Background: an optimization exercise with open tools, aiming at small area and a short achievable clock period. Do not read the settings as production practice. The RTL was checked by simulation tests, not by an equivalence proof against the original design.

### flow/config.mk
export PLATFORM = sky130hd
export DESIGN_NAME = iir_cascaded_serial
export DESIGN_NICKNAME = iir_cascaded_serial
export VERILOG_FILES = /design/flow/design.v
export SDC_FILE = /design/flow/constraint.sdc
export NUM_CORES = 4
export LEC_CHECK = 0
export CAP_MARGIN = 20
export CORE_MARGIN = 2
export CORE_UTILIZATION = 40
export SLEW_MARGIN = 20
### flow/constraint.sdc
create_clock -name core_clock -period 17.0 [get_ports {clk}]
set_input_delay 3.4000 -clock core_clock [delete_from_list [all_inputs] [get_ports {clk}]]
set_output_delay 3.4000 -clock core_clock [all_outputs]
set_load 0.01 [all_outputs]
### flow/design.v
module biquad_iir_df2t #(
    parameter DATA_WIDTH = 16,
    parameter COEFF_WIDTH = 16
) (
    input  wire                         clk,
    input  wire                         rst,
    input  wire signed [DATA_WIDTH-1:0] x_in,
    input  wire signed [COEFF_WIDTH-1:0] b0,
    input  wire signed [COEFF_WIDTH-1:0] b1,
    input  wire signed [COEFF_WIDTH-1:0] b2,
    input  wire signed [COEFF_WIDTH-1:0] a1,
    input  wire signed [COEFF_WIDTH-1:0] a2,
    output reg  signed [DATA_WIDTH-1:0] y_out
);
    reg signed [DATA_WIDTH+COEFF_WIDTH-1:0] s1, s2;
    reg signed [DATA_WIDTH+COEFF_WIDTH-1:0] y_temp;
    always @(posedge clk or posedge rst) begin
        if (rst) begin
            s1 <= 0;
            s2 <= 0;
            y_out <= 0;
        end else begin
            y_temp = (b0 * x_in) + s1;
            y_out <= y_temp >>> COEFF_WIDTH;  
            s1 <= (b1 * x_in) - (a1 * y_temp) + s2;
            s2 <= (b2 * x_in) - (a2 * y_temp);
        end
    end
endmodule
module iir_cascaded_serial #(
    parameter DATA_WIDTH = 16,
    parameter COEFF_WIDTH = 16
) (
    input  wire                         clk,
    input  wire                         rst,
    input  wire signed [DATA_WIDTH-1:0] x_in,
    input  wire signed [COEFF_WIDTH-1:0] b0_1,
    input  wire signed [COEFF_WIDTH-1:0] b1_1,
    input  wire signed [COEFF_WIDTH-1:0] b2_1,
    input  wire signed [COEFF_WIDTH-1:0] a1_1,
    input  wire signed [COEFF_WIDTH-1:0] a2_1,
    input  wire signed [COEFF_WIDTH-1:0] b0_2,
    input  wire signed [COEFF_WIDTH-1:0] b1_2,
    input  wire signed [COEFF_WIDTH-1:0] b2_2,
    input  wire signed [COEFF_WIDTH-1:0] a1_2,
    input  wire signed [COEFF_WIDTH-1:0] a2_2,
    output wire signed [DATA_WIDTH-1:0] y_out
);
    wire signed [DATA_WIDTH-1:0] stage1_out;
    biquad_iir_df2t #(
        .DATA_WIDTH(DATA_WIDTH),
        .COEFF_WIDTH(COEFF_WIDTH)
    ) biquad1 (
        .clk(clk),
        .rst(rst),
        .x_in(x_in),
        .b0(b0_1),
        .b1(b1_1),
        .b2(b2_1),
        .a1(a1_1),
        .a2(a2_1),
        .y_out(stage1_out)
    );
    biquad_iir_df2t #(
        .DATA_WIDTH(DATA_WIDTH),
        .COEFF_WIDTH(COEFF_WIDTH)
    ) biquad2 (
        .clk(clk),
        .rst(rst),
        .x_in(stage1_out),
        .b0(b0_2),
        .b1(b1_2),
        .b2(b2_2),
        .a1(a1_2),
        .a2(a2_2),
        .y_out(y_out)
    );
endmodule
### flow/run.sh
#!/bin/bash
# synth_recipe.tcl (not shown) runs the flow's synth.tcl, then flattens the netlist and writes it again
# the make line also repeats each setting of config.mk as NAME=value (left out here)
make -C /OpenROAD-flow-scripts/flow DESIGN_CONFIG=/design/flow/config.mk WORK_HOME=/design/flow/orfs CLKGATE_MAP_FILE= SYNTH_SCRIPT=/design/flow/synth_recipe.tcl finish
==> results.py <==
metrics = {
    "final_layout": {
        "instances_no_fill": 16000,
        "fin_util_pct": 43.49,
        "drive_above_1_share_pct": 4.620,
        "nFillCells": 27740,
        "nNetsFinal": 16370,
        "areaGrowthSynthToFinish_pct": 8.118,
        "multi_input_area_um2": 95230,
        "seq_area_um2": 4023,
    },
    "setup_path": {
        "cp.arrival_ns": 16.92,
        "worst_r2r_path_depth": 49,
        "worstSetupPathType": "in2reg",
        "reg2reg_slack_ns": 2.92,
        "cp_slowest_cell": "fa_1",
        "crit_fanout": 9,
        "cp-end-kind": "flop",
        "cp-start-kind": "input pin",
        "cp.required_ns": 17.47,
        "cp_common_cell": "fa_1",
        "crit_path_max_incr_delay_ns": 0.54,
    },
    "synthesis": {
        "synth_ff_type": "dfrtp_1",
        "synth_edf_count": 0,
        "syn_nets": 16260,
        "syn_avg_cell_area_um2": 9.364,
        "ys_seq_area_share_pct": 3.523,
        "synth_cell_types": 63,
        "synthArstFlopShare_pct": 100.0,
        "syn-cell-area_um2": 113600,
        "synthCells": 12140,
        "ys_ff_latch": 160,
        "ys.warnings.count": 1,
    },
    "drt": {
        "drt-initial-drc-count": 4204,
        "antenna_left": 0,
        "remaining_drc_errors": 0,
        "drt-pass1-iter-count": 6,
        "vias_per_cell": 4.913,
        "vias": 78630,
        "wl_um": 320200,
        "post_drt_wl_per_cell_um": 20.01,
    },
    "clocking": {
        "cts.path.max_buffers": 3,
        "root_buffer": "clkbuf_16",
        "ctsHoldBuffers": 0,
        "cts_buffers": 25,
        "insertion_delay_ns": 0.60,
        "clk_pin_slew_ns": 0.07,
        "cts_max_level": 4,
        "cts_tree": "built",
        "cts.sinks": 160,
    },
    "job": {
        "cap_violations": 0,
    },
    "sta": {
        "setup_violations": 0,
        "slew_headroom_pct": 20.01,
        "slew_viol_final": 0,
        "min_period_ns": 16.46,
        "clock.fmax_mhz": 60.77,
        "hold_violations": 0,
        "fin_worst_skew_ns": 0.02469,
        "final.setup.tns_ns": 0,
        "whs_ns": 0.6377,
        "period_share_pct": 96.80,
        "worstMarginPinSlew_ns": 1.196,
    },
    "floorplanning": {
        "rows": 195,
        "coreArea_um2": 282500,
        "pin_count": 194,
        "die_area_um2": 288400,
        "die_y_um": 537.0,
        "start_util_pct": 40.22,
        "die_w_um": 537.0,
    },
    "global_route": {
        "track_usage_pct": 23.45,
        "first_global_vias": 88290,
        "grt_max_degree": 102,
        "grt_pass1_wl_um": 517100,
        "antenna_found_initial": 35,
        "globalRouteOverflowTotal": 0,
    },
    "placed_design": {
        "placedCellCount": 15960,
        "portBuffers": 193,
        "routabilityCongestion": 0.8990,
        "dp_hpwl_um": 268700,
    },
    "min_path": {
        "holdPathStages": 2,
        "min_path_type": "reg2reg",
    },
    "status": {
        "status": "complete, no violations",
    },
}
[cells in the mapped netlist, types with 8 or more instances]
cell	count	share of area (%)
xnor3_1	16	0.32
nor3_1	26	0.11
a31oi_1	8	0.044
nand2b_1	40	0.22
xnor2_1	277	2.1
nor2b_1	17	0.094
nand2_1	1640	5.4
xor2_1	58	0.45
and2_1	1343	7.4
nand3_1	23	0.10
a211oi_1	11	0.073
a21oi_1	107	0.47
fa_1	3112	55
nor2_1	214	0.71
o21bai_1	31	0.20
o21a_1	25	0.17
o21ai_0	46	0.20
inv_1	3423	11
and3_1	12	0.066
dfrtp_1	160	3.5
ha_1	834	9.2
clkbuf_1	532	1.8
a21o_1	62	0.41
[cells in the final DEF, fill, tap and decap left out, drive strengths merged, types with 25 or more instances in the layout]
cell / count
nor2: 214
o21bai: 31
o21a: 25
dfrtp: 160
clkdlybuf4s50: 174
fa: 3112
xor2: 58
and2: 1343
nand2: 1641
ha: 834
o21ai: 50
a21o: 62
nand2b: 40
inv: 3423
nor3: 26
a21oi: 108
clkbuf: 28
xnor2: 277
buf: 440
[cells by family after synthesis]
family                     after synthesis  share of synthesized area [%]
xor gates and xnor gates               351                          2.899
and+or+nand+nor                       3349                          14.31
DFF                                    160                          3.523
adders and majority gates             3946                          64.00
buffers and inverters                 3963                          13.09
AOI/OAI and AO/OA                      367                          2.178
[metal layers]
metal | vias up | GRT usage, % | share of wire, %
met4 | 36 | 6.885 | 3.3
met3 | 520 | 3.508 | 6.1
met5 | - | 0 | 0.076
met2 | 2246 | 40.79 | 50
met1 | 41640 | 30.19 | 40
li1 | 34190 | - | -
[per-stage QoR]
stage	area (um2)	setup slack (ns)
detailed placement	122100	-0.2650
global route	122900	-0.01251
CTS	122800	0.3442
finish	122900	0.5439
floorplan	113600	0.4164
global placement	122100	-0.1235
[cell type report]
| class | count | area share, % |
|---|---|---|
| repair buffers | 615 | 4.337 |
| inverters | 3429 | 10.48 |
| multi-input cells | 8013 | 77.50 |
| clock inverters | 5 | 0.04277 |
| flip-flops and latches | 160 | 3.274 |
| clock buffers | 28 | 0.5265 |
| well taps | 3743 | 3.811 |
| diodes | 11 | 0.02240 |
[worst max-delay path, delay by kind of cell]
family,cells,cell delay (ns)
adders and majority gates,15,7.15
xor gates and xnor gates,15,2.89
AOI/OAI and AO/OA,8,1.62
buffers and inverters,13,1.44
and+or+nand+nor,3,0.40
[state kept, by name, summed over array words and instances (netlist names)]
register	cells
biquad1.s2	32
biquad1.s1	32
biquad2.y_out	16
biquad2.s1	32
biquad1.y_out	16
biquad2.s2	32
[what timing repair did]
item,in CTS,in global routing
endpoints found under the setup margin,0,4
setup buffers,0,3
gates resized for setup,0,9
[final timing paths]
kind	startpoint	endpoint
max reg2reg	biquad1.y_out[1]	biquad2.s2[31]
min in group asynchronous	rst	biquad1.y_out[4]
max in group asynchronous	rst	biquad1.y_out[5]
max	b0_1[7]	biquad1.s1[31]
min	biquad1.s2[0]	biquad1.s1[0]
min reg2reg	biquad1.s2[0]	biquad1.s1[0]

==> static timing again, ports no longer ideal <==
In the flow no input, the clock included, has a driving cell. The finished layout below was timed again as built, in two steps.
Step 1 (the two cells are an assumption about what drives the block):
set clk [get_ports {clk}]
set_driving_cell -lib_cell sky130_fd_sc_hd__clkbuf_16 $clk
set_driving_cell -lib_cell sky130_fd_sc_hd__buf_2 [delete_from_list [all_inputs] $clk]
Step 2 also shifts input and output timing later by t, the mid clock arrival at the registers, as if the neighbouring blocks saw the same clock.
Slacks: no drivers / after step 1 / after step 2; pairs: no drivers / after step 1.
shift t [ns]: 0.676
slack for setup (ns): 0.544 / 0.606 / -0.071
worst hold slack (ns): 0.638 / 0.638 / 0.638
clock arrival spread, ns: 0.031 / 0.031
worst slew at a driven data input, ns: 0.21
With both steps, setup timing fails in this run, where it was met with ideal ports. The setup slack of this run moves by +0.062 ns with the drivers and by -0.615 ns with both steps.
